This is an optimization exercise on Yosys and OpenROAD, whose aim is small area and a short achievable clock period, not a production implementation.
Function was not checked in any run shown here: the RTL went through the layout flow alone.
No activity file was given, so power comes from the tool's default toggle rates.

===== flow/config.mk =====
export PLATFORM = sky130hd
export DESIGN_NAME = filter
export DESIGN_NICKNAME = filter
export VERILOG_FILES = /design/flow/design.v
export SDC_FILE = /design/flow/constraint.sdc
export NUM_CORES = 4
export LEC_CHECK = 0
export CAP_MARGIN = 20
export CORE_MARGIN = 2
export CORE_UTILIZATION = 40
export SLEW_MARGIN = 20

===== flow/constraint.sdc =====
create_clock -name core_clock -period 10.0 [get_ports {clk}]
set_input_delay 2.0000 -clock core_clock [delete_from_list [all_inputs] [get_ports {clk}]]
set_output_delay 2.0000 -clock core_clock [all_outputs]
set_load 0.01 [all_outputs]

===== flow/design.v =====
module multiply
  (
   input wire [15:0]  x,
   input wire [23:0]  d,    
   output wire [15:0] z0,
   output wire [15:0] z1,
   output wire        zg,
   output wire [5:0]  zl0,
   output wire [5:0]  zl1
   );
   wire [17:0] xs = {x[15], x, 1'b0};
   wire one0 = d[0], two0 = d[1], neg0 = d[2];
   wire [16:0] pp0 = (({17{one0}} & xs[17:1]) | ({17{two0}} & xs[16:0])) ^ {17{neg0}};
   wire one1 = d[3], two1 = d[4], neg1 = d[5];
   wire [16:0] pp1 = (({17{one1}} & xs[17:1]) | ({17{two1}} & xs[16:0])) ^ {17{neg1}};
   wire one2 = d[6], two2 = d[7], neg2 = d[8];
   wire [16:0] pp2 = (({17{one2}} & xs[17:1]) | ({17{two2}} & xs[16:0])) ^ {17{neg2}};
   wire one3 = d[9], two3 = d[10], neg3 = d[11];
   wire [16:0] pp3 = (({17{one3}} & xs[17:1]) | ({17{two3}} & xs[16:0])) ^ {17{neg3}};
   wire one4 = d[12], two4 = d[13], neg4 = d[14];
   wire [16:0] pp4 = (({17{one4}} & xs[17:1]) | ({17{two4}} & xs[16:0])) ^ {17{neg4}};
   wire one5 = d[15], two5 = d[16], neg5 = d[17];
   wire [16:0] pp5 = (({17{one5}} & xs[17:1]) | ({17{two5}} & xs[16:0])) ^ {17{neg5}};
   wire one6 = d[18], two6 = d[19], neg6 = d[20];
   wire [16:0] pp6 = (({17{one6}} & xs[17:1]) | ({17{two6}} & xs[16:0])) ^ {17{neg6}};
   wire one7 = d[21], two7 = d[22], neg7 = d[23];
   wire [16:0] pp7 = (({17{one7}} & xs[17:1]) | ({17{two7}} & xs[16:0])) ^ {17{neg7}};
   wire n0 = pp0[10] ^ pp1[8];
   wire n1 = pp0[10] & pp1[8];
   wire n2 = pp0[11] ^ pp1[9];
   wire n3 = pp0[11] & pp1[9];
   wire n4 = pp0[12] ^ pp1[10] ^ pp2[8];
   wire n5 = (pp0[12] & pp1[10]) | (pp0[12] & pp2[8]) | (pp1[10] & pp2[8]);
   wire n6 = pp3[6] ^ pp4[4];
   wire n7 = pp3[6] & pp4[4];
   wire n8 = pp0[13] ^ pp1[11] ^ pp2[9];
   wire n9 = (pp0[13] & pp1[11]) | (pp0[13] & pp2[9]) | (pp1[11] & pp2[9]);
   wire n10 = pp3[7] ^ pp4[5];
   wire n11 = pp3[7] & pp4[5];
   wire n12 = pp0[14] ^ pp1[12] ^ pp2[10];
   wire n13 = (pp0[14] & pp1[12]) | (pp0[14] & pp2[10]) | (pp1[12] & pp2[10]);
   wire n14 = pp3[8] ^ pp4[6] ^ pp5[4];
   wire n15 = (pp3[8] & pp4[6]) | (pp3[8] & pp5[4]) | (pp4[6] & pp5[4]);
   wire n16 = pp6[2] ^ pp7[0];
   wire n17 = pp6[2] & pp7[0];
   wire n18 = pp0[15] ^ pp1[13] ^ pp2[11];
   wire n19 = (pp0[15] & pp1[13]) | (pp0[15] & pp2[11]) | (pp1[13] & pp2[11]);
   wire n20 = pp3[9] ^ pp4[7] ^ pp5[5];
   wire n21 = (pp3[9] & pp4[7]) | (pp3[9] & pp5[5]) | (pp4[7] & pp5[5]);
   wire n22 = pp6[3] ^ pp7[1];
   wire n23 = pp6[3] & pp7[1];
   wire n24 = ~pp0[16] ^ pp1[14] ^ pp2[12];
   wire n25 = (~pp0[16] & pp1[14]) | (~pp0[16] & pp2[12]) | (pp1[14] & pp2[12]);
   wire n26 = pp3[10] ^ pp4[8] ^ pp5[6];
   wire n27 = (pp3[10] & pp4[8]) | (pp3[10] & pp5[6]) | (pp4[8] & pp5[6]);
   wire n28 = pp6[4] ^ pp7[2] ^ 1'b1;
   wire n29 = (pp6[4] & pp7[2]) | (pp6[4] & 1'b1) | (pp7[2] & 1'b1);
   wire n30 = pp1[15] ^ pp2[13] ^ pp3[11];
   wire n31 = (pp1[15] & pp2[13]) | (pp1[15] & pp3[11]) | (pp2[13] & pp3[11]);
   wire n32 = pp4[9] ^ pp5[7] ^ pp6[5];
   wire n33 = (pp4[9] & pp5[7]) | (pp4[9] & pp6[5]) | (pp5[7] & pp6[5]);
   wire n34 = pp7[3] ^ 1'b1;
   wire n35 = pp7[3] & 1'b1;
   wire n36 = ~pp1[16] ^ pp2[14] ^ pp3[12];
   wire n37 = (~pp1[16] & pp2[14]) | (~pp1[16] & pp3[12]) | (pp2[14] & pp3[12]);
   wire n38 = pp4[10] ^ pp5[8] ^ pp6[6];
   wire n39 = (pp4[10] & pp5[8]) | (pp4[10] & pp6[6]) | (pp5[8] & pp6[6]);
   wire n40 = pp2[15] ^ pp3[13] ^ pp4[11];
   wire n41 = (pp2[15] & pp3[13]) | (pp2[15] & pp4[11]) | (pp3[13] & pp4[11]);
   wire n42 = pp5[9] ^ pp6[7];
   wire n43 = pp5[9] & pp6[7];
   wire n44 = ~pp2[16] ^ pp3[14] ^ pp4[12];
   wire n45 = (~pp2[16] & pp3[14]) | (~pp2[16] & pp4[12]) | (pp3[14] & pp4[12]);
   wire n46 = pp3[15] ^ pp4[13];
   wire n47 = pp3[15] & pp4[13];
   wire n48 = pp0[6] ^ pp1[4];
   wire n49 = pp0[6] & pp1[4];
   wire n50 = pp0[7] ^ pp1[5];
   wire n51 = pp0[7] & pp1[5];
   wire n52 = pp0[8] ^ pp1[6] ^ pp2[4];
   wire n53 = (pp0[8] & pp1[6]) | (pp0[8] & pp2[4]) | (pp1[6] & pp2[4]);
   wire n54 = pp3[2] ^ pp4[0];
   wire n55 = pp3[2] & pp4[0];
   wire n56 = pp0[9] ^ pp1[7] ^ pp2[5];
   wire n57 = (pp0[9] & pp1[7]) | (pp0[9] & pp2[5]) | (pp1[7] & pp2[5]);
   wire n58 = pp3[3] ^ pp4[1];
   wire n59 = pp3[3] & pp4[1];
   wire n60 = n0 ^ pp2[6] ^ pp3[4];
   wire n61 = (n0 & pp2[6]) | (n0 & pp3[4]) | (pp2[6] & pp3[4]);
   wire n62 = pp4[2] ^ pp5[0] ^ neg5;
   wire n63 = (pp4[2] & pp5[0]) | (pp4[2] & neg5) | (pp5[0] & neg5);
   wire n64 = n1 ^ n2 ^ pp2[7];
   wire n65 = (n1 & n2) | (n1 & pp2[7]) | (n2 & pp2[7]);
   wire n66 = pp3[5] ^ pp4[3] ^ pp5[1];
   wire n67 = (pp3[5] & pp4[3]) | (pp3[5] & pp5[1]) | (pp4[3] & pp5[1]);
   wire n68 = n3 ^ n4 ^ n6;
   wire n69 = (n3 & n4) | (n3 & n6) | (n4 & n6);
   wire n70 = pp5[2] ^ pp6[0] ^ neg6;
   wire n71 = (pp5[2] & pp6[0]) | (pp5[2] & neg6) | (pp6[0] & neg6);
   wire n72 = n5 ^ n7 ^ n8;
   wire n73 = (n5 & n7) | (n5 & n8) | (n7 & n8);
   wire n74 = n10 ^ pp5[3] ^ pp6[1];
   wire n75 = (n10 & pp5[3]) | (n10 & pp6[1]) | (pp5[3] & pp6[1]);
   wire n76 = n9 ^ n11 ^ n12;
   wire n77 = (n9 & n11) | (n9 & n12) | (n11 & n12);
   wire n78 = n14 ^ n16 ^ neg7;
   wire n79 = (n14 & n16) | (n14 & neg7) | (n16 & neg7);
   wire n80 = n13 ^ n15 ^ n17;
   wire n81 = (n13 & n15) | (n13 & n17) | (n15 & n17);
   wire n82 = n18 ^ n20 ^ n22;
   wire n83 = (n18 & n20) | (n18 & n22) | (n20 & n22);
   wire n84 = n19 ^ n21 ^ n23;
   wire n85 = (n19 & n21) | (n19 & n23) | (n21 & n23);
   wire n86 = n24 ^ n26 ^ n28;
   wire n87 = (n24 & n26) | (n24 & n28) | (n26 & n28);
   wire n88 = n25 ^ n27 ^ n29;
   wire n89 = (n25 & n27) | (n25 & n29) | (n27 & n29);
   wire n90 = n30 ^ n32 ^ n34;
   wire n91 = (n30 & n32) | (n30 & n34) | (n32 & n34);
   wire n92 = n31 ^ n33 ^ n35;
   wire n93 = (n31 & n33) | (n31 & n35) | (n33 & n35);
   wire n94 = n36 ^ n38 ^ pp7[4];
   wire n95 = (n36 & n38) | (n36 & pp7[4]) | (n38 & pp7[4]);
   wire n96 = n37 ^ n39 ^ n40;
   wire n97 = (n37 & n39) | (n37 & n40) | (n39 & n40);
   wire n98 = n42 ^ pp7[5] ^ 1'b1;
   wire n99 = (n42 & pp7[5]) | (n42 & 1'b1) | (pp7[5] & 1'b1);
   wire n100 = n41 ^ n43 ^ n44;
   wire n101 = (n41 & n43) | (n41 & n44) | (n43 & n44);
   wire n102 = pp5[10] ^ pp6[8] ^ pp7[6];
   wire n103 = (pp5[10] & pp6[8]) | (pp5[10] & pp7[6]) | (pp6[8] & pp7[6]);
   wire n104 = n45 ^ n46 ^ pp5[11];
   wire n105 = (n45 & n46) | (n45 & pp5[11]) | (n46 & pp5[11]);
   wire n106 = pp6[9] ^ pp7[7] ^ 1'b1;
   wire n107 = (pp6[9] & pp7[7]) | (pp6[9] & 1'b1) | (pp7[7] & 1'b1);
   wire n108 = n47 ^ ~pp3[16] ^ pp4[14];
   wire n109 = (n47 & ~pp3[16]) | (n47 & pp4[14]) | (~pp3[16] & pp4[14]);
   wire n110 = pp5[12] ^ pp6[10] ^ pp7[8];
   wire n111 = (pp5[12] & pp6[10]) | (pp5[12] & pp7[8]) | (pp6[10] & pp7[8]);
   wire n112 = pp4[15] ^ pp5[13] ^ pp6[11];
   wire n113 = (pp4[15] & pp5[13]) | (pp4[15] & pp6[11]) | (pp5[13] & pp6[11]);
   wire n114 = pp7[9] ^ 1'b1;
   wire n115 = pp7[9] & 1'b1;
   wire n116 = ~pp4[16] ^ pp5[14] ^ pp6[12];
   wire n117 = (~pp4[16] & pp5[14]) | (~pp4[16] & pp6[12]) | (pp5[14] & pp6[12]);
   wire n118 = pp5[15] ^ pp6[13];
   wire n119 = pp5[15] & pp6[13];
   wire n120 = pp0[4] ^ pp1[2];
   wire n121 = pp0[4] & pp1[2];
   wire n122 = pp0[5] ^ pp1[3];
   wire n123 = pp0[5] & pp1[3];
   wire n124 = n48 ^ pp2[2] ^ pp3[0];
   wire n125 = (n48 & pp2[2]) | (n48 & pp3[0]) | (pp2[2] & pp3[0]);
   wire n126 = n49 ^ n50 ^ pp2[3];
   wire n127 = (n49 & n50) | (n49 & pp2[3]) | (n50 & pp2[3]);
   wire n128 = n51 ^ n52 ^ n54;
   wire n129 = (n51 & n52) | (n51 & n54) | (n52 & n54);
   wire n130 = n53 ^ n55 ^ n56;
   wire n131 = (n53 & n55) | (n53 & n56) | (n55 & n56);
   wire n132 = n57 ^ n59 ^ n60;
   wire n133 = (n57 & n59) | (n57 & n60) | (n59 & n60);
   wire n134 = n61 ^ n63 ^ n64;
   wire n135 = (n61 & n63) | (n61 & n64) | (n63 & n64);
   wire n136 = n65 ^ n67 ^ n68;
   wire n137 = (n65 & n67) | (n65 & n68) | (n67 & n68);
   wire n138 = n69 ^ n71 ^ n72;
   wire n139 = (n69 & n71) | (n69 & n72) | (n71 & n72);
   wire n140 = n73 ^ n75 ^ n76;
   wire n141 = (n73 & n75) | (n73 & n76) | (n75 & n76);
   wire n142 = n77 ^ n79 ^ n80;
   wire n143 = (n77 & n79) | (n77 & n80) | (n79 & n80);
   wire n144 = n81 ^ n83 ^ n84;
   wire n145 = (n81 & n83) | (n81 & n84) | (n83 & n84);
   wire n146 = n85 ^ n87 ^ n88;
   wire n147 = (n85 & n87) | (n85 & n88) | (n87 & n88);
   wire n148 = n89 ^ n91 ^ n92;
   wire n149 = (n89 & n91) | (n89 & n92) | (n91 & n92);
   wire n150 = n93 ^ n95 ^ n96;
   wire n151 = (n93 & n95) | (n93 & n96) | (n95 & n96);
   wire n152 = n97 ^ n99 ^ n100;
   wire n153 = (n97 & n99) | (n97 & n100) | (n99 & n100);
   wire n154 = n101 ^ n103 ^ n104;
   wire n155 = (n101 & n103) | (n101 & n104) | (n103 & n104);
   wire n156 = n105 ^ n107 ^ n108;
   wire n157 = (n105 & n107) | (n105 & n108) | (n107 & n108);
   wire n158 = n109 ^ n111 ^ n112;
   wire n159 = (n109 & n111) | (n109 & n112) | (n111 & n112);
   wire n160 = n113 ^ n115 ^ n116;
   wire n161 = (n113 & n115) | (n113 & n116) | (n115 & n116);
   wire n162 = n117 ^ n118 ^ pp7[11];
   wire n163 = (n117 & n118) | (n117 & pp7[11]) | (n118 & pp7[11]);
   wire n164 = n119 ^ ~pp5[16] ^ pp6[14];
   wire n165 = (n119 & ~pp5[16]) | (n119 & pp6[14]) | (~pp5[16] & pp6[14]);
   wire n166 = pp6[15] ^ pp7[13];
   wire n167 = pp6[15] & pp7[13];
   wire n168 = pp0[2] ^ pp1[0];
   wire n169 = pp0[2] & pp1[0];
   wire n170 = pp0[3] ^ pp1[1];
   wire n171 = pp0[3] & pp1[1];
   wire n172 = n120 ^ pp2[0] ^ neg2;
   wire n173 = (n120 & pp2[0]) | (n120 & neg2) | (pp2[0] & neg2);
   wire n174 = n121 ^ n122 ^ pp2[1];
   wire n175 = (n121 & n122) | (n121 & pp2[1]) | (n122 & pp2[1]);
   wire n176 = n123 ^ n124 ^ neg3;
   wire n177 = (n123 & n124) | (n123 & neg3) | (n124 & neg3);
   wire n178 = n125 ^ n126 ^ pp3[1];
   wire n179 = (n125 & n126) | (n125 & pp3[1]) | (n126 & pp3[1]);
   wire n180 = n127 ^ n128 ^ neg4;
   wire n181 = (n127 & n128) | (n127 & neg4) | (n128 & neg4);
   wire n182 = n129 ^ n130 ^ n58;
   wire n183 = (n129 & n130) | (n129 & n58) | (n130 & n58);
   wire n184 = n131 ^ n132 ^ n62;
   wire n185 = (n131 & n132) | (n131 & n62) | (n132 & n62);
   wire n186 = n133 ^ n134 ^ n66;
   wire n187 = (n133 & n134) | (n133 & n66) | (n134 & n66);
   wire n188 = n135 ^ n136 ^ n70;
   wire n189 = (n135 & n136) | (n135 & n70) | (n136 & n70);
   wire n190 = n137 ^ n138 ^ n74;
   wire n191 = (n137 & n138) | (n137 & n74) | (n138 & n74);
   wire n192 = n139 ^ n140 ^ n78;
   wire n193 = (n139 & n140) | (n139 & n78) | (n140 & n78);
   wire n194 = n141 ^ n142 ^ n82;
   wire n195 = (n141 & n142) | (n141 & n82) | (n142 & n82);
   wire n196 = n143 ^ n144 ^ n86;
   wire n197 = (n143 & n144) | (n143 & n86) | (n144 & n86);
   wire n198 = n145 ^ n146 ^ n90;
   wire n199 = (n145 & n146) | (n145 & n90) | (n146 & n90);
   wire n200 = n147 ^ n148 ^ n94;
   wire n201 = (n147 & n148) | (n147 & n94) | (n148 & n94);
   wire n202 = n149 ^ n150 ^ n98;
   wire n203 = (n149 & n150) | (n149 & n98) | (n150 & n98);
   wire n204 = n151 ^ n152 ^ n102;
   wire n205 = (n151 & n152) | (n151 & n102) | (n152 & n102);
   wire n206 = n153 ^ n154 ^ n106;
   wire n207 = (n153 & n154) | (n153 & n106) | (n154 & n106);
   wire n208 = n155 ^ n156 ^ n110;
   wire n209 = (n155 & n156) | (n155 & n110) | (n156 & n110);
   wire n210 = n157 ^ n158 ^ n114;
   wire n211 = (n157 & n158) | (n157 & n114) | (n158 & n114);
   wire n212 = n159 ^ n160 ^ pp7[10];
   wire n213 = (n159 & n160) | (n159 & pp7[10]) | (n160 & pp7[10]);
   wire n214 = n161 ^ n162 ^ 1'b1;
   wire n215 = (n161 & n162) | (n161 & 1'b1) | (n162 & 1'b1);
   wire n216 = n163 ^ n164 ^ pp7[12];
   wire n217 = (n163 & n164) | (n163 & pp7[12]) | (n164 & pp7[12]);
   wire n218 = n165 ^ n166 ^ 1'b1;
   wire n219 = (n165 & n166) | (n165 & 1'b1) | (n166 & 1'b1);
   wire n220 = n167 ^ ~pp6[16] ^ pp7[14];
   wire n221 = (n167 & ~pp6[16]) | (n167 & pp7[14]) | (~pp6[16] & pp7[14]);
   wire n222 = pp7[15] ^ 1'b1;
   wire n223 = pp7[15] & 1'b1;
   wire n224 = pp0[0] & neg0;
   wire n225 = pp0[0] | neg0;
   wire n226 = n168 & neg1;
   wire n227 = n168 | neg1;
   wire n228 = n169 & n170;
   wire n229 = n169 | n170;
   wire n230 = n171 & n172;
   wire n231 = n171 | n172;
   wire n232 = n173 & n174;
   wire n233 = n173 | n174;
   wire n234 = n175 & n176;
   wire n235 = n175 | n176;
   wire n236 = n177 & n178;
   wire n237 = n177 | n178;
   wire n238 = n179 & n180;
   wire n239 = n179 | n180;
   wire n240 = pp0[1] & n224;
   wire n241 = pp0[1] & n225;
   wire n242 = n228 | (n229 & n226);
   wire n243 = n229 & n227;
   wire n244 = n242 | (n243 & n240);
   wire n245 = n243 & n241;
   wire n246 = n232 | (n233 & n230);
   wire n247 = n233 & n231;
   wire n248 = n238 | (n239 & n236);
   wire n249 = n239 & n237;
   wire n250 = n248 | (n249 & n234);
   wire n251 = n249 & n235;
   wire n252 = n250 | (n251 & n246);
   wire n253 = n251 & n247;
   wire n254 = n252 | (n253 & n244);
   wire n255 = n253 & n245;
   assign zg = n254;
   assign zl0 = {n191, n189, n187, n185, n183, n181};
   assign zl1 = {n192, n190, n188, n186, n184, n182};
   assign z0 = {n223, n221, n219, n217, n215, n213, n211, n209, n207, n205, n203, n201, n199, n197, n195, n193};
   assign z1 = {~pp7[16], n222, n220, n218, n216, n214, n212, n210, n208, n206, n204, n202, n200, n198, n196, n194};
endmodule
module recode
  (
   input wire [15:0]  y,
   output wire [23:0] d
   );
   wire [16:0] yy = {y, 1'b0};
   genvar j;
   generate
      for (j = 0; j < 8; j = j + 1) begin: dig
         wire b2 = yy[2*j+2], b1 = yy[2*j+1], b0 = yy[2*j];
         assign d[3*j]   = b1 ^ b0;
         assign d[3*j+1] = (b2 & ~b1 & ~b0) | (~b2 & b1 & b0);
         assign d[3*j+2] = b2 & ~(b1 & b0);
      end
   endgenerate
endmodule
module summult
  (
   input wire         clk,
   input wire         first,
   input wire [15:0]  a0,
   input wire [15:0]  a1,
   input wire         ag,
   input wire [5:0]  al0,
   input wire [5:0]  al1,
   input wire [15:0]  b0,
   input wire [15:0]  b1,
   input wire         bg,
   input wire [5:0]  bl0,
   input wire [5:0]  bl1,
   output reg [15:0]  acc
   );
   wire [15:0] q = acc & {16{~first}};
   wire s0 = al0[0] & al1[0];
   wire s1 = al0[0] | al1[0];
   wire s2 = al0[1] & al1[1];
   wire s3 = al0[1] | al1[1];
   wire s4 = al0[2] & al1[2];
   wire s5 = al0[2] | al1[2];
   wire s6 = al0[3] & al1[3];
   wire s7 = al0[3] | al1[3];
   wire s8 = al0[4] & al1[4];
   wire s9 = al0[4] | al1[4];
   wire s10 = al0[5] & al1[5];
   wire s11 = al0[5] | al1[5];
   wire s12 = s2 | (s3 & s0);
   wire s13 = s3 & s1;
   wire s14 = s12 | (s13 & ag);
   wire s15 = s6 | (s7 & s4);
   wire s16 = s7 & s5;
   wire s17 = s10 | (s11 & s8);
   wire s18 = s11 & s9;
   wire s19 = s17 | (s18 & s15);
   wire s20 = s18 & s16;
   wire s21 = s19 | (s20 & s14);
   wire s22 = bl0[0] & bl1[0];
   wire s23 = bl0[0] | bl1[0];
   wire s24 = bl0[1] & bl1[1];
   wire s25 = bl0[1] | bl1[1];
   wire s26 = bl0[2] & bl1[2];
   wire s27 = bl0[2] | bl1[2];
   wire s28 = bl0[3] & bl1[3];
   wire s29 = bl0[3] | bl1[3];
   wire s30 = bl0[4] & bl1[4];
   wire s31 = bl0[4] | bl1[4];
   wire s32 = bl0[5] & bl1[5];
   wire s33 = bl0[5] | bl1[5];
   wire s34 = s24 | (s25 & s22);
   wire s35 = s25 & s23;
   wire s36 = s34 | (s35 & bg);
   wire s37 = s28 | (s29 & s26);
   wire s38 = s29 & s27;
   wire s39 = s32 | (s33 & s30);
   wire s40 = s33 & s31;
   wire s41 = s39 | (s40 & s37);
   wire s42 = s40 & s38;
   wire s43 = s41 | (s42 & s36);
   wire s44 = q[0] ^ a0[0];
   wire s45 = q[0] & a0[0];
   wire s46 = q[1] ^ a0[1] ^ a1[1];
   wire s47 = (q[1] & a0[1]) | (q[1] & a1[1]) | (a0[1] & a1[1]);
   wire s48 = q[2] ^ a0[2] ^ a1[2];
   wire s49 = (q[2] & a0[2]) | (q[2] & a1[2]) | (a0[2] & a1[2]);
   wire s50 = q[3] ^ a0[3] ^ a1[3];
   wire s51 = (q[3] & a0[3]) | (q[3] & a1[3]) | (a0[3] & a1[3]);
   wire s52 = q[4] ^ a0[4] ^ a1[4];
   wire s53 = (q[4] & a0[4]) | (q[4] & a1[4]) | (a0[4] & a1[4]);
   wire s54 = q[5] ^ a0[5] ^ a1[5];
   wire s55 = (q[5] & a0[5]) | (q[5] & a1[5]) | (a0[5] & a1[5]);
   wire s56 = q[6] ^ a0[6] ^ a1[6];
   wire s57 = (q[6] & a0[6]) | (q[6] & a1[6]) | (a0[6] & a1[6]);
   wire s58 = q[7] ^ a0[7] ^ a1[7];
   wire s59 = (q[7] & a0[7]) | (q[7] & a1[7]) | (a0[7] & a1[7]);
   wire s60 = q[8] ^ a0[8] ^ a1[8];
   wire s61 = (q[8] & a0[8]) | (q[8] & a1[8]) | (a0[8] & a1[8]);
   wire s62 = q[9] ^ a0[9] ^ a1[9];
   wire s63 = (q[9] & a0[9]) | (q[9] & a1[9]) | (a0[9] & a1[9]);
   wire s64 = q[10] ^ a0[10] ^ a1[10];
   wire s65 = (q[10] & a0[10]) | (q[10] & a1[10]) | (a0[10] & a1[10]);
   wire s66 = q[11] ^ a0[11] ^ a1[11];
   wire s67 = (q[11] & a0[11]) | (q[11] & a1[11]) | (a0[11] & a1[11]);
   wire s68 = q[12] ^ a0[12] ^ a1[12];
   wire s69 = (q[12] & a0[12]) | (q[12] & a1[12]) | (a0[12] & a1[12]);
   wire s70 = q[13] ^ a0[13] ^ a1[13];
   wire s71 = (q[13] & a0[13]) | (q[13] & a1[13]) | (a0[13] & a1[13]);
   wire s72 = q[14] ^ a0[14] ^ a1[14];
   wire s73 = (q[14] & a0[14]) | (q[14] & a1[14]) | (a0[14] & a1[14]);
   wire s74 = q[15] ^ a0[15] ^ a1[15];
   wire s75 = (q[15] & a0[15]) | (q[15] & a1[15]) | (a0[15] & a1[15]);
   wire s76 = s44 ^ a1[0];
   wire s77 = s44 & a1[0];
   wire s78 = s45 ^ s46 ^ b0[1];
   wire s79 = (s45 & s46) | (s45 & b0[1]) | (s46 & b0[1]);
   wire s80 = s47 ^ s48 ^ b0[2];
   wire s81 = (s47 & s48) | (s47 & b0[2]) | (s48 & b0[2]);
   wire s82 = s49 ^ s50 ^ b0[3];
   wire s83 = (s49 & s50) | (s49 & b0[3]) | (s50 & b0[3]);
   wire s84 = s51 ^ s52 ^ b0[4];
   wire s85 = (s51 & s52) | (s51 & b0[4]) | (s52 & b0[4]);
   wire s86 = s53 ^ s54 ^ b0[5];
   wire s87 = (s53 & s54) | (s53 & b0[5]) | (s54 & b0[5]);
   wire s88 = s55 ^ s56 ^ b0[6];
   wire s89 = (s55 & s56) | (s55 & b0[6]) | (s56 & b0[6]);
   wire s90 = s57 ^ s58 ^ b0[7];
   wire s91 = (s57 & s58) | (s57 & b0[7]) | (s58 & b0[7]);
   wire s92 = s59 ^ s60 ^ b0[8];
   wire s93 = (s59 & s60) | (s59 & b0[8]) | (s60 & b0[8]);
   wire s94 = s61 ^ s62 ^ b0[9];
   wire s95 = (s61 & s62) | (s61 & b0[9]) | (s62 & b0[9]);
   wire s96 = s63 ^ s64 ^ b0[10];
   wire s97 = (s63 & s64) | (s63 & b0[10]) | (s64 & b0[10]);
   wire s98 = s65 ^ s66 ^ b0[11];
   wire s99 = (s65 & s66) | (s65 & b0[11]) | (s66 & b0[11]);
   wire s100 = s67 ^ s68 ^ b0[12];
   wire s101 = (s67 & s68) | (s67 & b0[12]) | (s68 & b0[12]);
   wire s102 = s69 ^ s70 ^ b0[13];
   wire s103 = (s69 & s70) | (s69 & b0[13]) | (s70 & b0[13]);
   wire s104 = s71 ^ s72 ^ b0[14];
   wire s105 = (s71 & s72) | (s71 & b0[14]) | (s72 & b0[14]);
   wire s106 = s73 ^ s74 ^ b0[15];
   wire s107 = (s73 & s74) | (s73 & b0[15]) | (s74 & b0[15]);
   wire s108 = s76 ^ b0[0] ^ b1[0];
   wire s109 = (s76 & b0[0]) | (s76 & b1[0]) | (b0[0] & b1[0]);
   wire s110 = s77 ^ s78 ^ b1[1];
   wire s111 = (s77 & s78) | (s77 & b1[1]) | (s78 & b1[1]);
   wire s112 = s79 ^ s80 ^ b1[2];
   wire s113 = (s79 & s80) | (s79 & b1[2]) | (s80 & b1[2]);
   wire s114 = s81 ^ s82 ^ b1[3];
   wire s115 = (s81 & s82) | (s81 & b1[3]) | (s82 & b1[3]);
   wire s116 = s83 ^ s84 ^ b1[4];
   wire s117 = (s83 & s84) | (s83 & b1[4]) | (s84 & b1[4]);
   wire s118 = s85 ^ s86 ^ b1[5];
   wire s119 = (s85 & s86) | (s85 & b1[5]) | (s86 & b1[5]);
   wire s120 = s87 ^ s88 ^ b1[6];
   wire s121 = (s87 & s88) | (s87 & b1[6]) | (s88 & b1[6]);
   wire s122 = s89 ^ s90 ^ b1[7];
   wire s123 = (s89 & s90) | (s89 & b1[7]) | (s90 & b1[7]);
   wire s124 = s91 ^ s92 ^ b1[8];
   wire s125 = (s91 & s92) | (s91 & b1[8]) | (s92 & b1[8]);
   wire s126 = s93 ^ s94 ^ b1[9];
   wire s127 = (s93 & s94) | (s93 & b1[9]) | (s94 & b1[9]);
   wire s128 = s95 ^ s96 ^ b1[10];
   wire s129 = (s95 & s96) | (s95 & b1[10]) | (s96 & b1[10]);
   wire s130 = s97 ^ s98 ^ b1[11];
   wire s131 = (s97 & s98) | (s97 & b1[11]) | (s98 & b1[11]);
   wire s132 = s99 ^ s100 ^ b1[12];
   wire s133 = (s99 & s100) | (s99 & b1[12]) | (s100 & b1[12]);
   wire s134 = s101 ^ s102 ^ b1[13];
   wire s135 = (s101 & s102) | (s101 & b1[13]) | (s102 & b1[13]);
   wire s136 = s103 ^ s104 ^ b1[14];
   wire s137 = (s103 & s104) | (s103 & b1[14]) | (s104 & b1[14]);
   wire s138 = s105 ^ s106 ^ b1[15];
   wire s139 = (s105 & s106) | (s105 & b1[15]) | (s106 & b1[15]);
   wire [15:0] r0 = {s137, s135, s133, s131, s129, s127, s125, s123, s121, s119, s117, s115, s113, s111, s109, s108};
   wire [15:0] r1 = {s138, s136, s134, s132, s130, s128, s126, s124, s122, s120, s118, s116, s114, s112, s110, s43};
   always @(posedge clk)
     acc <= r0 + r1 + {15'd0, s21};
endmodule
module filter
  #(
    parameter WIDTH = 32,
    parameter MWIDTH = 1,
    parameter FLTLEN = 8,
    parameter ID = 123
    )
   (
    input wire                   clk,
    input wire                   rst_n,
    input wire [WIDTH-1:0]       in_data,
    input wire                   in_nd,
    input wire [MWIDTH-1:0]      in_m,
    input wire [32-1:0]  in_msg,
    input wire                   in_msg_nd,
    output wire [WIDTH-1:0]      out_data,
    output wire                  out_nd,
    output wire [MWIDTH-1:0]     out_m,
    output wire                  error
    );
   integer j;
   reg [1:0] g;
   always @(posedge clk)
     if (!rst_n)
       g <= 2'd0;
     else
       g <= g + 2'd1;
   wire last = (g == 2'd3);
   reg [2:0]   which_pos;
   reg         setting_taps;
   reg         tap_set_error;
   assign error = tap_set_error;
   wire hdr    = in_msg[32-1];
   wire our_id = (in_msg[16:7] == ID);
   always @(posedge clk)
     if (!rst_n) begin
        setting_taps <= 1'b0;
        tap_set_error <= 1'b0;
     end else if (in_msg_nd) begin
        if (hdr) begin
           if (setting_taps)
             tap_set_error <= 1'b1;
           if (our_id) begin
              which_pos <= 3'd0;
              setting_taps <= 1'b1;
           end
        end else if (setting_taps) begin
           if (which_pos == 3'd7) begin
              which_pos <= 3'd0;
              setting_taps <= 1'b0;
           end else
             which_pos <= which_pos + 3'd1;
        end
     end
   reg [15:0]  tr [0:7];
   reg [7:0]   tv;
   wire [2:0]  wslot = which_pos - {g, 1'b0} - 3'd2;
   wire        twr = in_msg_nd & setting_taps;
   reg [15:0]  tr_d [0:7];
   reg [7:0]   tv_d;
   always @* begin
      for (j = 0; j < 8; j = j + 1) begin
         tr_d[j] = (twr && wslot == j) ? in_msg[15:0] : tr[(j+2)%8];
         tv_d[j] = rst_n & ((twr && wslot == j) | tv[(j+2)%8]);
      end
   end
   always @(posedge clk)
     for (j = 0; j < 8; j = j + 1)
       tr[j] <= tr_d[j];
   always @(posedge clk)
     tv <= tv_d;
   reg [31:0]  inbuf;
   reg         mbuf;
   reg         pending;
   always @(posedge clk)
     if (in_nd) begin
        inbuf <= in_data;
        mbuf <= in_m;
     end
   always @(posedge clk)
     if (!rst_n)
       pending <= 1'b0;
     else
       pending <= in_nd | (pending & ~last);
   wire ins = pending & last;
   reg [31:0]  hr [0:7];
   reg [7:0]   hv;
   always @(posedge clk)
     if (ins) begin
        hr[0] <= inbuf;
        for (j = 1; j < 8; j = j + 1)
          hr[j] <= hr[(j+1)%8];
     end else
       for (j = 0; j < 8; j = j + 1)
         hr[j] <= hr[(j+2)%8];
   wire [7:0]  hv_d = !rst_n ? 8'd0 :
                      ins ? ({hv[0], hv[7:1]} | 8'd1) : {hv[1:0], hv[7:2]};
   always @(posedge clk)
     hv <= hv_d;
   reg [5:0]   q;
   always @(posedge clk)
     if (!rst_n)
       q <= 6'd0;
     else
       q <= {q[4:0], ins};
   assign out_nd = q[5];
   reg mframe, mout;
   always @(posedge clk)
     if (last) begin
        mout <= mframe;
        if (pending)
          mframe <= mbuf;
     end
   assign out_m = mout;
   wire [15:0] ta_d = tr[2] & {16{tv[2] & hv_d[0]}};
   wire [15:0] tb_d = tr[3] & {16{tv[3] & hv_d[1]}};
   wire [23:0] da_d, db_d;
   recode rca (.y(ta_d), .d(da_d));
   recode rcb (.y(tb_d), .d(db_d));
   reg [23:0]  da, db;
   always @(posedge clk) begin
      da <= da_d;
      db <= db_d;
   end
   localparam K = 8;             
   localparam W = 14 - K;
   wire [15:0]  ra0, ra1, rb0, rb1, ia0, ia1, ib0, ib1;
   wire         rag, rbg, iag, ibg;
   wire [W-1:0] ral0, ral1, rbl0, rbl1, ial0, ial1, ibl0, ibl1;
   multiply mra (.x(hr[0][31:16]), .d(da), .z0(ra0), .z1(ra1), .zg(rag), .zl0(ral0), .zl1(ral1));
   multiply mrb (.x(hr[1][31:16]), .d(db), .z0(rb0), .z1(rb1), .zg(rbg), .zl0(rbl0), .zl1(rbl1));
   multiply mia (.x(hr[0][15:0]),  .d(da), .z0(ia0), .z1(ia1), .zg(iag), .zl0(ial0), .zl1(ial1));
   multiply mib (.x(hr[1][15:0]),  .d(db), .z0(ib0), .z1(ib1), .zg(ibg), .zl0(ibl0), .zl1(ibl1));
   reg [15:0]  pra0, pra1, prb0, prb1, pia0, pia1, pib0, pib1;
   reg         prag, prbg, piag, pibg;
   reg [W-1:0] pral0, pral1, prbl0, prbl1, pial0, pial1, pibl0, pibl1;
   always @(posedge clk) begin
      pra0 <= ra0; pra1 <= ra1; prag <= rag; pral0 <= ral0; pral1 <= ral1;
      prb0 <= rb0; prb1 <= rb1; prbg <= rbg; prbl0 <= rbl0; prbl1 <= rbl1;
      pia0 <= ia0; pia1 <= ia1; piag <= iag; pial0 <= ial0; pial1 <= ial1;
      pib0 <= ib0; pib1 <= ib1; pibg <= ibg; pibl0 <= ibl0; pibl1 <= ibl1;
   end
   wire [15:0] acc_re, acc_im;
   summult sre (.clk(clk), .first(q[1]),
                .a0(pra0), .a1(pra1), .ag(prag), .al0(pral0), .al1(pral1),
                .b0(prb0), .b1(prb1), .bg(prbg), .bl0(prbl0), .bl1(prbl1),
                .acc(acc_re));
   summult sim (.clk(clk), .first(q[1]),
                .a0(pia0), .a1(pia1), .ag(piag), .al0(pial0), .al1(pial1),
                .b0(pib0), .b1(pib1), .bg(pibg), .bl0(pibl0), .bl1(pibl1),
                .acc(acc_im));
   assign out_data = {acc_re, acc_im};
endmodule

===== flow/flow/run.sh =====
#!/bin/bash
# Standard layout, with timing repair aiming past the 10 ns constraint and
# regular buffers on the ports. Each tool's log stays under orfs/logs/.
set -euo pipefail
bash standard.sh SETUP_SLACK_MARGIN=7.0 "BUFFER_PORTS_ARGS=-buffer_cell sky130_fd_sc_hd__buf_2" finish > make_finish.log 2>&1

===== flow/standard.sh =====
#!/bin/bash
# synth_recipe.tcl (not shown) runs the flow's synth.tcl, then flattens the netlist and writes it again
# the make line also repeats each setting of config.mk as NAME=value (left out here)
make -C /OpenROAD-flow-scripts/flow DESIGN_CONFIG=/design/flow/config.mk WORK_HOME=/design/flow/orfs CLKGATE_MAP_FILE= SYNTH_SCRIPT=/design/flow/synth_recipe.tcl "${@:-finish}"

==> impl_metrics.json, run 1 <==
{
  "power.ir.vdd_worst_mv": 0.221,
  "cp_slowest_cell": "fa_1",
  "grt_util_all_layers": 0.236,
  "cts.clk_slew.worst_paths_ns": 0.06,
  "start_util": 0.403,
  "critical_path.cell_chain": "buf_12 -> nand2b_1 -> fa_1 -> inv_1 -> fa_1 -> inv_1 -> fa_1 -> inv_1 -> ha_4 -> and3_1 -> a221oi_2 -> o22ai_1 -> o31a_1 -> nor2_2 -> xnor2_1",
  "firstDrtPassIters": 6,
  "core_region_area_um2": 111000,
  "vias_per_cell": 5.29,
  "cp_capture_type": "flip-flop",
  "grt_pass1_vias": 33500,
  "dr.first_iter.drc_count": 3189,
  "first_pass_grt_wire_length_mm": 206,
  "synthesis.instances": 4706,
  "clock_sink_count": 709,
  "maxUsedRoutingLayer": "met5",
  "type_of_the_worst_min_delay_path": "flip-flop to flip-flop",
  "area_growth_pct": 26.8,
  "synth_enable_flop_cells": 38,
  "clock_tree_from_tritoncts": "done",
  "vias": 34200,
  "run_status": "finished clean",
  "crit_path_start_kind": "flip-flop",
  "postSynth.asyncResetShare": 0,
  "gp_congestion": 0.837,
  "cts-htree-levels": 3,
  "layout_cell_area_excl_fill_um2": 56500,
  "crit-reg2reg-launch": "q[1]",
  "place.detailed.hpwl_mm": 78.8,
  "setup_tns_ns": 0,
  "setup-violations-final": 0,
  "final-instance-count-excl-fill": 6473,
  "power.leakage_nw": 23.5,
  "i_o_pins": 104,
  "floorplan.die.width_um": 338,
  "p_per_area_nw_per_um2": 176,
  "syn_area_um2": 44600,
  "timing.critical_path.arrival_ns": 4.55,
  "cts_inserted_buffers": 77,
  "yosysSeqAreaShare": 0.327,
  "cp.buffers_inverters": 4,
  "synth.ff_latch_count": 709,
  "grt_max_degree": 93,
  "yosys_warnings": 8,
  "synth_top_flop_cell": "dfxtp_1",
  "timing.final.crit_share": 0.398,
  "clock_tree.root_cell": "clkbuf_16",
  "skew_final_ns": 0.0313,
  "dr_wl_met3_mm": 11.8,
  "crit_start": "q[1]",
  "dieHeight_um": 338,
  "timing_hold_violations_final": 0,
  "placed_cells": 5987,
  "fillCellCount": 9727,
  "syn-num-nets": 5339,
  "layout-drive-gt1-share": 0.284,
  "hold_start": "mbuf",
  "yosys-top-cells-count": "848 x nand2_1, 671 x dfxtp_1, 575 x inv_1, 477 x a22oi_1, 422 x fa_1",
  "timing_max_transition_violations_final": 0,
  "met2RoutedLength_mm": 59.6,
  "fin_nets": 5552,
  "max_freq_mhz": 251,
  "ctsHoldBuffers": 0,
  "finalCriticalPeriod_ns": 3.98,
  "routed_wirelength_mm": 136,
  "netlist.area_leader.share": 0.301,
  "die-area_um2": 114000,
  "yosysTopAreaCell": "dfxtp_1",
  "met1_wl_mm": 58.2,
  "hold-worst-slack_ns": 0.418,
  "io_buffer_count": 89,
  "critPathMaxFanout": 9,
  "antenna_violating_nets_post_route": 0,
  "tightest_slew_ns": 1.13,
  "globalRoute.totalOverflow": 0,
  "cpPeakStageDelay_ns": 0.49,
  "synth.distinct_cells": 69,
  "maxCapViolations": 0,
  "syn_avg_cell_area_um2": 9.47,
  "grt_setup_unrepaired": "true",
  "worstPathRequired_ns": 10.56,
  "placedInstanceArea_um2": 46700,
  "cpLargestDelayFamily": "adder cells",
  "timing_worst_setup_path_type": "flip-flop to flip-flop",
  "drt-wirelength-per-cell_um": 21.0,
  "largest_cells_by_area_after_synthesis": "dfxtp_1 30%, fa_1 19%, a22oi_1 8.0%",
  "antenna_found_initial": 7,
  "rows": 122,
  "worst_skew_pair.late_latency_ns": 0.66,
  "drcViolationCount": 0,
  "ctsLongestPathBuffers": 3,
  "maxSlewHeadroom": 0.242,
  "yosys.cell_count.top_type": "nand2_1"
}
[layout make-up]
class / count / area [um2] / area share
clock inverter: 38 / 558 / 0.00988
multi-input combinational: 3039 / 28400 / 0.503
timing repair inverter: 2 / 17.5 / 0.000310
clock buffer: 105 / 2150 / 0.0381
inverter: 577 / 2230 / 0.0395
sequential: 709 / 14900 / 0.263
antenna: 2 / 5.00 / 0.0000886
timing repair buffer: 513 / 6350 / 0.112
tap: 1488 / 1860 / 0.0330
[flip-flops by register name (all words and copies together) (netlist names), 8 cells and up]
register and count:
pib0 16, sre.acc 16, tr 128, sim.acc 16
da 24, prb0 16, pib1 16, inbuf 32
pia1 16, db 24, pra1 16, hr 256
tv 8, pia0 16, prb1 16, hv 8
pra0 16
[path summary, 6_finish.rpt]
kind	to	slack, ns	cells past startpoint
setup reg to reg	sre.acc[15]	6.02	15
hold / removal	mframe	0.42	0
setup / recovery	sre.acc[15]	6.02	15
hold reg to reg	mframe	0.42	0
[worst reg2reg max path: cells and delay by family (launching register included)]
family	cells	cell delay, ns
compound gates	3	0.75
xor+xnor	1	0.12
fa+ha+maj	4	1.72
buf+inv	4	0.35
flops	1	0.43
simple gates	3	0.53
[routing by layer]
metal	global-route usage	vias up
met4	0.105	4
li1	-	15400
met5	0	-
met1	0.318	16900
met3	0.0562	362
met2	0.360	1555
[power breakdown]
group / total [mW] / internal, mW / switching (mW)
clock: 3.02 / 1.77 / 1.25
sequential: 3.48 / 3.20 / 0.272
combinational: 3.46 / 1.74 / 1.71
total: 9.95 / 6.72 / 3.23
[cell usage in the layout (no fill, tap or decap), drive strengths merged, types with 129 or more instances in the layout]
master / instances
ha: 142
inv: 582
xnor2: 393
mux2: 129
a22oi: 477
nand2: 849
fa: 422
dfxtp: 671
buf: 492
xor2: 183
[cell families (layout without fill, tap and decap cells)]
logic type               Yosys count  count (layout)  synth area share
other                              0               2                 0
multiplexers                     139             139            0.0356
AND/OR/NAND/NOR                 1061            1062            0.0982
buffers and inverters            959            1235            0.0824
flip-flops                       709             709             0.327
XOR/XNOR                         576             576             0.113
adder cells (fa/ha/maj)          577             577             0.232
AO/OA/AOI/OAI                    685             685             0.111
[stage by stage]
stage	worst slack (ns)	util	power, mW
floorplan	6.36	-	5.79
global route	5.90	0.511	10.5
finish	6.02	0.511	9.95
CTS	6.05	0.500	9.86
global placement	5.58	0.423	6.37
detailed placement	5.60	0.423	6.41
[what timing repair did]
| action | in CTS | in global routing |
|---|---|---|
| gates resized for setup | 677 | 238 |
| pin swaps | 256 | 218 |
| cloned | 44 | 3 |
| setup buffers | 228 | 66 |
| endpoints found under the setup margin | 363 | 221 |
==> run 2, diff against run 1 <==
==> flow/flow/run.sh (replaced) <==
#!/bin/bash
# Standard layout, with timing repair aiming past the 10 ns constraint and
# regular buffers on the ports. Each tool's log stays under orfs/logs/.
set -euo pipefail
bash standard.sh SETUP_SLACK_MARGIN=6.5 "BUFFER_PORTS_ARGS=-buffer_cell sky130_fd_sc_hd__buf_2" finish > make_finish.log 2>&1
==> impl_metrics.json, run 2 <==
{
  "critPathMaxFanout": 16,
  "cts-htree-levels": 3,
  "placedInstanceArea_um2": 46200,
  "largest_cells_by_area_after_synthesis": "dfxtp_1 30%, fa_1 19%, a22oi_1 8.0%",
  "crit-reg2reg-launch": "q[1]",
  "timing_hold_violations_final": 0,
  "worstPathRequired_ns": 10.58,
  "ctsLongestPathBuffers": 3,
  "setup_tns_ns": 0,
  "syn_avg_cell_area_um2": 9.47,
  "clock_tree.root_cell": "clkbuf_16",
  "crit_path_start_kind": "flip-flop",
  "yosysSeqAreaShare": 0.327,
  "yosys-top-cells-count": "848 x nand2_1, 671 x dfxtp_1, 575 x inv_1, 477 x a22oi_1, 422 x fa_1",
  "timing_max_transition_violations_final": 0,
  "maxCapViolations": 0,
  "clock_tree_from_tritoncts": "done",
  "grt_setup_unrepaired": "true",
  "synth.ff_latch_count": 709,
  "postSynth.asyncResetShare": 0,
  "cp_slowest_cell": "fa_1",
  "netlist.area_leader.share": 0.301,
  "dieHeight_um": 338,
  "type_of_the_worst_min_delay_path": "flip-flop to flip-flop",
  "setup-violations-final": 0,
  "synth.distinct_cells": 69,
  "cts_inserted_buffers": 75,
  "layout_cell_area_excl_fill_um2": 50400,
  "clock_sink_count": 709,
  "worstReg2RegEnd": "sim.acc[12]",
  "critical_path.cell_chain": "buf_12 -> nand2b_4 -> fa_1 -> fa_1 -> inv_1 -> fa_1 -> fa_2 -> a21o_1 -> a21o_1 -> a211o_1 -> a311o_1 -> a21oi_2 -> xnor2_1",
  "hold-worst-slack_ns": 0.421,
  "tightest_slew_ns": 1.01,
  "timing.final.crit_share": 0.390,
  "maxSlewHeadroom": 0.328,
  "finalCriticalPeriod_ns": 3.90,
  "die-area_um2": 114000,
  "i_o_pins": 104,
  "synthesis.instances": 4706,
  "largest_reg_flops": 256,
  "timing.critical_path.arrival_ns": 4.48,
  "hold-path-cell-count": 2,
  "fin_nets": 5279,
  "mostFrequentLayoutCell": "nand2_1",
  "cp_capture_type": "flip-flop",
  "skew_final_ns": 0.0359,
  "preCtsSetupSlack_ns": 5.75,
  "syn-num-nets": 5339,
  "top_reg_by_flops": "hr",
  "dr.first_iter.drc_count": 2768,
  "r2r.worst_path.cells": 13,
  "cts.clk_slew.worst_paths_ns": 0.06,
  "antenna_violating_nets_post_route": 0,
  "grt_pass1_vias": 31700,
  "yosys.cell_count.top_type": "nand2_1",
  "run_status": "finished clean",
  "rows": 122,
  "core_region_area_um2": 111000,
  "cpPeakStageDelay_ns": 0.51,
  "io_buffer_count": 89,
  "globalRoute.totalOverflow": 0,
  "power.ir.vdd_worst_mv": 0.194,
  "top_regs": "hr: 256 flops, tr: 128 flops, inbuf: 32 flops",
  "drcViolationCount": 0,
  "yosys_warnings": 8,
  "area_growth_pct": 13.2,
  "max_freq_mhz": 257,
  "layout.cells.most_common_list": "847 x nand2_1, 609 x dfxtp_1, 570 x inv_1",
  "floorplan.die.width_um": 338,
  "syn_area_um2": 44600,
  "place.detailed.hpwl_mm": 79.3,
  "p_per_area_nw_per_um2": 191,
  "antenna_found_initial": 6,
  "grt_util_all_layers": 0.207,
  "start_util": 0.403,
  "first_pass_grt_wire_length_mm": 185,
  "routed_wirelength_mm": 121,
  "least_setup_slack_across_all_paths_after_layout_ns": 6.10,
  "worst_skew_pair.late_latency_ns": 0.66,
  "power.leakage_nw": 21.4,
  "yosysTopAreaCell": "dfxtp_1",
  "firstDrtPassIters": 5,
  "layout-drive-gt1-share": 0.138,
  "grt_max_degree": 202,
  "reg2reg_slack_ns": 6.10,
  "most_used_cell_along_the_critical_path": "fa_1",
  "hold_start": "hr[4][27]",
  "vias_per_cell": 5.17,
  "drt-wirelength-per-cell_um": 19.5,
  "synth_top_flop_cell": "dfxtp_1",
  "vias": 32000,
  "gp_congestion": 0.848,
  "ctsHoldBuffers": 0,
  "synth_enable_flop_cells": 38,
  "timing_worst_setup_path_type": "flip-flop to flip-flop",
  "timing.hold.worst_endpoint": "hr[3][27]"
}
run 2: cell count changes in the layout (fill, tap and decap cells not counted), moves of 102 or more:
cell,previous run,this run
fa_1,306,419
fa_2,116,3
buf_4,200,98
a22oi_1,302,470
a22oi_2,175,7
run 2: cell type report:
class,count,area [um2]
clock buffer,102,2140
antenna,3,7.51
clock inverter,37,561
tap,1488,1860
timing repair buffer,245,2240
inverter,577,2200
multi-input combinational,3038,26700
fill,10500,60100
sequential,709,14700
run 2: kinds of logic after synthesis:
kind of cell,share of synthesized area
buf+inv,0.0824
mux,0.0356
simple gates,0.0982
fa+ha+maj,0.232
xor+xnor,0.113
flops,0.327
compound gates,0.111
run 2: how the worst max path moves through the flow:
| stage | from | end | slack (ns) | cells past startpoint |
|---|---|---|---|---|
| finish | q[1] | sim.acc[12] | 6.10 | 13 |
| global route | q[1] | sre.acc[15] | 5.93 | 13 |
| CTS | q[1] | sim.acc[12] | 6.10 | 15 |
| detailed placement | da[11] | pra1[5] | 5.75 | 11 |
| global placement | da[11] | pra1[5] | 5.76 | 11 |
| floorplan | q[1] | sim.acc[12] | 6.36 | 13 |
run 2: through the flow:
step,cells,power (mW),utilization
finish,6199,9.64,0.456
global route,6199,10.3,0.456
CTS,6155,9.55,0.449
detailed placement,5988,6.31,0.418
global placement,5988,6.28,0.418
floorplan,4706,5.65,-
run 2: what timing repair did:
action,in CTS,in global routing
setup buffers,23,32
gates cloned,5,9
resized for setup,125,94
endpoints found under the setup margin,113,71
pin swaps,8,30
run 2: critical path, delay by kind of cell (launching register included):
family,cells,cell delay [ns]
fa+ha+maj,4,1.79
compound gates,5,1.14
simple gates,1,0.15
buf+inv,2,0.24
flops,1,0.36
xor+xnor,1,0.12
run 2: routing by layer:
metal / up-vias / wire length (um) / GRT usage
li1: 14900 / - / -
met1: 15700 / 55200 / 0.296
met2: 1237 / 52200 / 0.316
met3: 222 / 9630 / 0.0414
met4: 4 / 4020 / 0.0634
met5: - / 22 / 0
run 2: power breakdown:
group / switching, mW / total (mW) / internal, mW
combinational: 1.63 / 3.19 / 1.56
clock: 1.23 / 3.00 / 1.77
sequential: 0.264 / 3.46 / 3.19
total: 3.13 / 9.64 / 6.52

separate check: timing with driven ports:
How much do the figures lean on ideal ports? The routed layouts below were timed once more, with nothing changed but the port constraints. Step 1 sets driving cells, clkbuf_16 on the clock port and buf_2 on the other inputs (assumed; they add their load-dependent delay and slew). Step 2 also shifts input and output timing later by t, the mid clock arrival at the registers, as if the neighbouring blocks saw the same clock. a / b / c = ideal ports / drivers / drivers and shift; a / b = the first two.
run	t, ns	setup WS [ns]	worst setup path after step 2	worst register clock-pin slew, ns	pins driven straight from the clock port
run 1	0.710	6.015 / 6.015 / 6.015	register to register	0.07 / 0.07	1
run 2	0.708	6.104 / 6.104 / 6.104	register to register	0.07 / 0.07	1
After both steps setup and hold are still met in every run listed.
